From an optimization exercise on the open Yosys and OpenROAD flow, aimed at small area and a short achievable clock period; shortcuts taken in it are not production practice. Where RTL was checked, it was by simulation tests only, not by an equivalence proof against the original. The clock port is modelled as an ideal driver, which makes a skipped or thinned clock tree look cheaper than it is; a real chip needs a root buffer or a tree. No activity file was given, so power comes from the tool's default toggle rates.

==> module synch_fifo_16x8bit, before the edit <==
module synch_fifo_16x8bit
  #(parameter integer DATA_SIZE = 8, DEPTH = 16)
  ( input  [DATA_SIZE-1:0] data_in,
    input                  wr_en,
    input                  rd_en,
    input                  clk,
    input                  reset_n,
    output                 fifo_full,
    output                 fifo_empty,
    output [DATA_SIZE-1:0] data_out
  );
  reg [DATA_SIZE-1:0] qn [1:DEPTH];   
  reg [DATA_SIZE-1:0] temp_data_out;
  reg [DEPTH-1:2]     held;           
  reg                 empty_i;        
  reg                 not_full_i;     
  reg                 full_r;         
  reg                 nonempty_r;     
  wire [DEPTH+1:0] h = {1'b0, ~not_full_i, held, ~empty_i, 1'b1};    
  wire rd_only = rd_en & ~wr_en;
  wire wr_only = wr_en & ~rd_en;
  reg [DEPTH:1] held_n;
  integer k;
  always @* begin
    for (k = 1; k <= DEPTH; k = k + 1) begin
      if (h[k])
        held_n[k] = h[k+1] | ~((k == DEPTH) ? rd_en : rd_only);
      else
        held_n[k] = h[k-1] & ((k == 1) ? wr_en : wr_only);
    end
  end
  wire [DATA_SIZE-1:0] q [1:DEPTH];
  wire [DATA_SIZE-1:0] qn_next [1:DEPTH];
  genvar g, b;
  generate
    for (g = 1; g <= DEPTH; g = g + 1) begin : pos
      assign q[g] = ~qn[g];
      wire keep, shift, load;
      if (g < DEPTH) begin : mid
        fifo_ctl ctl (
          .rd(rd_en), .here(h[g]), .next(h[g+1]),
          .keep(keep), .shift(shift), .load(load));
        for (b = 0; b < DATA_SIZE; b = b + 1) begin : bit_
          fifo_pick pick (
            .keep(keep), .shift(shift), .load(load),
            .a(q[g][b]), .b(q[g+1][b]), .c(data_in[b]), .yn(qn_next[g][b]));
        end
      end else begin : last
        fifo_ctl_last ctl (
          .rd(rd_en), .here(h[g]),
          .keep(keep), .load(load));
        assign shift = 1'b0;
        for (b = 0; b < DATA_SIZE; b = b + 1) begin : bit_
          fifo_pick_last pick (
            .keep(keep), .load(load),
            .a(q[g][b]), .c(data_in[b]), .yn(qn_next[g][b]));
        end
      end
    end
  endgenerate
  integer i;
  always @(posedge clk)
    for (i = 1; i <= DEPTH; i = i + 1)
      qn[i] <= qn_next[i];
  always @(posedge clk or negedge reset_n)
    if (!reset_n) begin
      held          <= {(DEPTH-2){1'b0}};
      empty_i       <= 1'b1;
      not_full_i    <= 1'b1;
      full_r        <= 1'b0;
      nonempty_r    <= 1'b0;
      temp_data_out <= {DATA_SIZE{1'b0}};
    end else begin
      if (rd_en && !empty_i)
        temp_data_out <= q[1];
      held       <= held_n[DEPTH-1:2];
      empty_i    <= ~held_n[1];
      not_full_i <= ~held_n[DEPTH];
      full_r     <= held_n[DEPTH];
      nonempty_r <= held_n[1];
    end
  assign data_out   = temp_data_out;
  assign fifo_full  = full_r;
  assign fifo_empty = ~nonempty_r;
endmodule
==> module fifo_ctl_last, before the edit <==
module fifo_ctl_last
  ( input  rd,
    input  here,
    output keep,
    output load
  );
  assign keep = ~rd & here;
  assign load = rd | ~here;
endmodule
==> module fifo_pick_last, before the edit <==
module fifo_pick_last
  ( input  keep,
    input  load,
    input  a,
    input  c,
    output yn
  );
  assign yn = ~((keep & a) | (load & c));
endmodule
clock: 3.0 ns
lec_check: 0
cap_margin: 20
core_margin: 2
core_utilization: 40
setup_slack_margin: 1.72
slew_margin: 20
synth_hierarchical: 1
synth_minimum_keep_size: 0
tns_end_percent: 0
standard.sh (not shown) runs the stock make flow with config.mk's settings and CLKGATE_MAP_FILE= SYNTH_SCRIPT=/design/flow/synth_recipe.tcl, a recipe that flattens the netlist after the stock synthesis.
==> flow/flow/run.sh <==
#!/bin/bash
# Own layout flow: the standard flow, except that
#  - port buffers are buf_2 cells rather than the default pick;
#  - the clock tree is built by flow/cts.tcl in place of TritonCTS's
#    H-tree, which is deeper and slower: two levels of clock cells
#    (CTS_ROOT_CELL roots, CTS_LEAF_CELL leaves), the leaves at the centres
#    of clusters of flip-flops of even size, so every flip-flop sees the
#    clock through the same two cells;
#  - before repair_timing, flow/cts.tcl takes out the buffer tree that
#    placement built under rd_en and makes its port buffer a buf_16, so the
#    port buffer drives the storage select gates directly.
# Each tool's full output goes to a log file of its own in this folder.
set -euo pipefail
export BUFFER_PORTS_ARGS="-buffer_cell sky130_fd_sc_hd__buf_2"
export CTS_ROOTS=4
export CTS_LEAVES=8
export CTS_ROOT_CELL=sky130_fd_sc_hd__clkinv_4
export CTS_LEAF_CELL=sky130_fd_sc_hd__clkinv_8
export FLAT_INPUTS="rd_en"
export UPSIZE_INPUTS="rd_en sky130_fd_sc_hd__buf_16"
bash standard.sh synth > synth.log 2>&1
bash standard.sh place > place.log 2>&1
bash standard.sh run RUN_SCRIPT="$PWD/flow/cts.tcl" RUN_LOG_NAME_STEM=4_1_cts_own > cts.log 2>&1
bash standard.sh finish > finish.log 2>&1
Other scripts of this flow, unchanged in this note and not shown: flow/flow/cts.tcl
Change:
--- a/flow/design.v
+++ b/flow/design.v
@@ -49,11 +49,12 @@
       end else begin : last
         fifo_ctl_last ctl (
           .rd(rd_en), .here(h[g]),
-          .keep(keep), .load(load));
+          .keep(keep));
         assign shift = 1'b0;
+        assign load  = ~keep;
         for (b = 0; b < DATA_SIZE; b = b + 1) begin : bit_
           fifo_pick_last pick (
-            .keep(keep), .load(load),
+            .keep(keep),
             .a(q[g][b]), .c(data_in[b]), .yn(qn_next[g][b]));
         end
       end
@@ -99,20 +100,17 @@
 module fifo_ctl_last
   ( input  rd,
     input  here,
-    output keep,
-    output load
+    output keep
   );
   assign keep = ~rd & here;
-  assign load = rd | ~here;
 endmodule
 module fifo_pick_last
   ( input  keep,
-    input  load,
     input  a,
     input  c,
     output yn
   );
-  assign yn = ~((keep & a) | (load & c));
+  assign yn = ~(keep ? a : c);
 endmodule
 module fifo_pick
   ( input  keep,
Worst setup slack loses 0.010 ns; core utilization hardly moves; power came out higher by about 0.44%; cell area is about the same; via count barely changes.
In every run of this note, the design's own scripts or RTL, not TritonCTS, make the clock network.

job 103:
The RTL this note starts from:
==> flow/design.v <==
`timescale 1ns / 1ps
module synch_fifo_16x8bit
  #(parameter integer DATA_SIZE = 8, DEPTH = 16)
  ( input  [DATA_SIZE-1:0] data_in,
    input                  wr_en,
    input                  rd_en,
    input                  clk,
    input                  reset_n,
    output                 fifo_full,
    output                 fifo_empty,
    output [DATA_SIZE-1:0] data_out
  );
  reg [DATA_SIZE-1:0] q [1:DEPTH];    
  reg [DATA_SIZE-1:0] temp_data_out;
  reg [4:0] count;
  reg       full_r;
  reg       empty_r;
  wire wr_ok = wr_en & ~full_r;
  wire rd_ok = rd_en & ~empty_r;
  wire inc   = wr_ok & ~rd_ok;
  wire dec   = rd_ok & ~wr_ok;
  wire [DEPTH:0] at;
  genvar g;
  generate
    for (g = 0; g <= DEPTH; g = g + 1) begin : dec_count
      assign at[g] = (count == g);
    end
  endgenerate
  integer i;
  always @(posedge clk)
    for (i = 1; i <= DEPTH; i = i + 1)
      if (rd_ok)
        q[i] <= (i == DEPTH || at[i]) ? data_in : q[(i == DEPTH) ? DEPTH : i + 1];
      else if (at[i-1])
        q[i] <= data_in;
  always @(posedge clk or negedge reset_n)
    if (!reset_n) begin
      count         <= 5'd0;
      full_r        <= 1'b0;
      empty_r       <= 1'b1;
      temp_data_out <= {DATA_SIZE{1'b0}};
    end else begin
      if (rd_ok)
        temp_data_out <= q[1];
      if (inc) begin
        count   <= count + 5'd1;
        empty_r <= 1'b0;
        full_r  <= at[DEPTH-1];
      end else if (dec) begin
        count   <= count - 5'd1;
        full_r  <= 1'b0;
        empty_r <= at[1];
      end
    end
  assign data_out   = temp_data_out;
  assign fifo_full  = full_r;
  assign fifo_empty = empty_r;
endmodule
export LEC_CHECK = 0
export CAP_MARGIN = 20
export CORE_MARGIN = 2
export CORE_UTILIZATION = 40
export SLEW_MARGIN = 20
create_clock -name core_clock -period 3.0 [get_ports {clk}]
run.sh (not shown) runs the stock make flow with config.mk's settings and CLKGATE_MAP_FILE= SYNTH_SCRIPT=/design/flow/synth_recipe.tcl, a recipe that flattens the netlist after the stock synthesis.
Stock flow here: none of the scripts above is used.
### job 103 -> job 101
==> flow/design.v <==
`timescale 1ns / 1ps
module synch_fifo_16x8bit
  #(parameter integer DATA_SIZE = 8, DEPTH = 16)
  ( input  [DATA_SIZE-1:0] data_in,
    input                  wr_en,
    input                  rd_en,
    input                  clk,
    input                  reset_n,
    output                 fifo_full,
    output                 fifo_empty,
    output [DATA_SIZE-1:0] data_out
  );
  reg [DATA_SIZE-1:0] q [1:DEPTH];    
  reg [DATA_SIZE-1:0] temp_data_out;
  reg [DEPTH:1]       held;           
  wire wr_ok = wr_en & ~held[DEPTH];
  wire rd_ok = rd_en & held[1];
  wire inc   = wr_ok & ~rd_ok;
  wire dec   = rd_ok & ~wr_ok;
  wire [DEPTH+1:0] h = {1'b0, held, 1'b1};    
  integer i;
  always @(posedge clk)
    for (i = 1; i <= DEPTH; i = i + 1)
      if (rd_ok)
        q[i] <= h[i+1] ? q[(i == DEPTH) ? DEPTH : i + 1] : data_in;
      else if (!h[i])
        q[i] <= data_in;
  always @(posedge clk or negedge reset_n)
    if (!reset_n) begin
      held          <= {DEPTH{1'b0}};
      temp_data_out <= {DATA_SIZE{1'b0}};
    end else begin
      if (rd_ok)
        temp_data_out <= q[1];
      if (inc)
        held <= h[DEPTH-1:0];
      else if (dec)
        held <= h[DEPTH+1:2];
    end
  assign data_out   = temp_data_out;
  assign fifo_full  = held[DEPTH];
  assign fifo_empty = ~held[1];
endmodule
==> notes.md <==
Job 101 reports its cell with the largest stage delay on the worst path as sky130_fd_sc_hd__dfrtp_1 while job 103 reports sky130_fd_sc_hd__dfstp_2. Comparing the two runs side by side, job 101 comes out ahead of job 103 on cell-internal power. Global placer's final weighted congestion for job 101 is lower than for job 103. Compared with job 103, job 101 shows non-clock buffer count that has gone up by more than 10%. The number of instances in the synthesized netlist of job 101 is lower than that of job 103. Switching share of power ended up 4.3 points lower on job 101 than on job 103. Per the comparison of job 101 with job 103, clock tree buffer count of the final layout went up, final worst setup slack went down. When job 101 is set beside job 103, its summed area of non-filler cells in the final layout turns out to be about 11% larger. Taking job 103 as the reference, in job 101 clock power -about 2%, count of boundary I/O pins ~0 delta.
Function was not checked in any run of this note: the RTL went through the layout flow alone.

[re-timing with driven ports]
Ports are ideal in the flow. The routed layouts listed here were re-timed in OpenROAD. Step 1 (the two cells are an assumption about what drives the block):
set clk [get_ports {clk}]
set_driving_cell -lib_cell sky130_fd_sc_hd__clkbuf_16 $clk
set_driving_cell -lib_cell sky130_fd_sc_hd__buf_2 [delete_from_list [all_inputs] $clk]
Step 2 adds t to the input delays and takes it off the output delays; t is the mean of the earliest and latest rising clock arrival at the registers after step 1. Input paths then give back, and output paths get back, about the clock's delay inside the block. Slacks: no drivers / after step 1 / after step 2; pairs: no drivers / after step 1.
run | shift t [ns] | slack for setup (ns) | latest minus earliest clock arrival (ns)
the first run of note 1 | 0.276 | 1.675 / 1.593 / 1.330 | 0.020 / 0.019
the second run of note 1 | 0.281 | 1.665 / 1.592 / 1.315 | 0.046 / 0.046
job 103 | 0.464 | 0.870 / 0.827 / 0.589 | 0.009 / 0.009
job 101 | 0.461 | 0.542 / 0.499 / 0.434 | 0.015 / 0.015
After both steps every run listed still meets setup and hold. The setup slack of the second run of note 1, which loses most, moves by -0.073 ns with the drivers and by -0.350 ns with both steps.
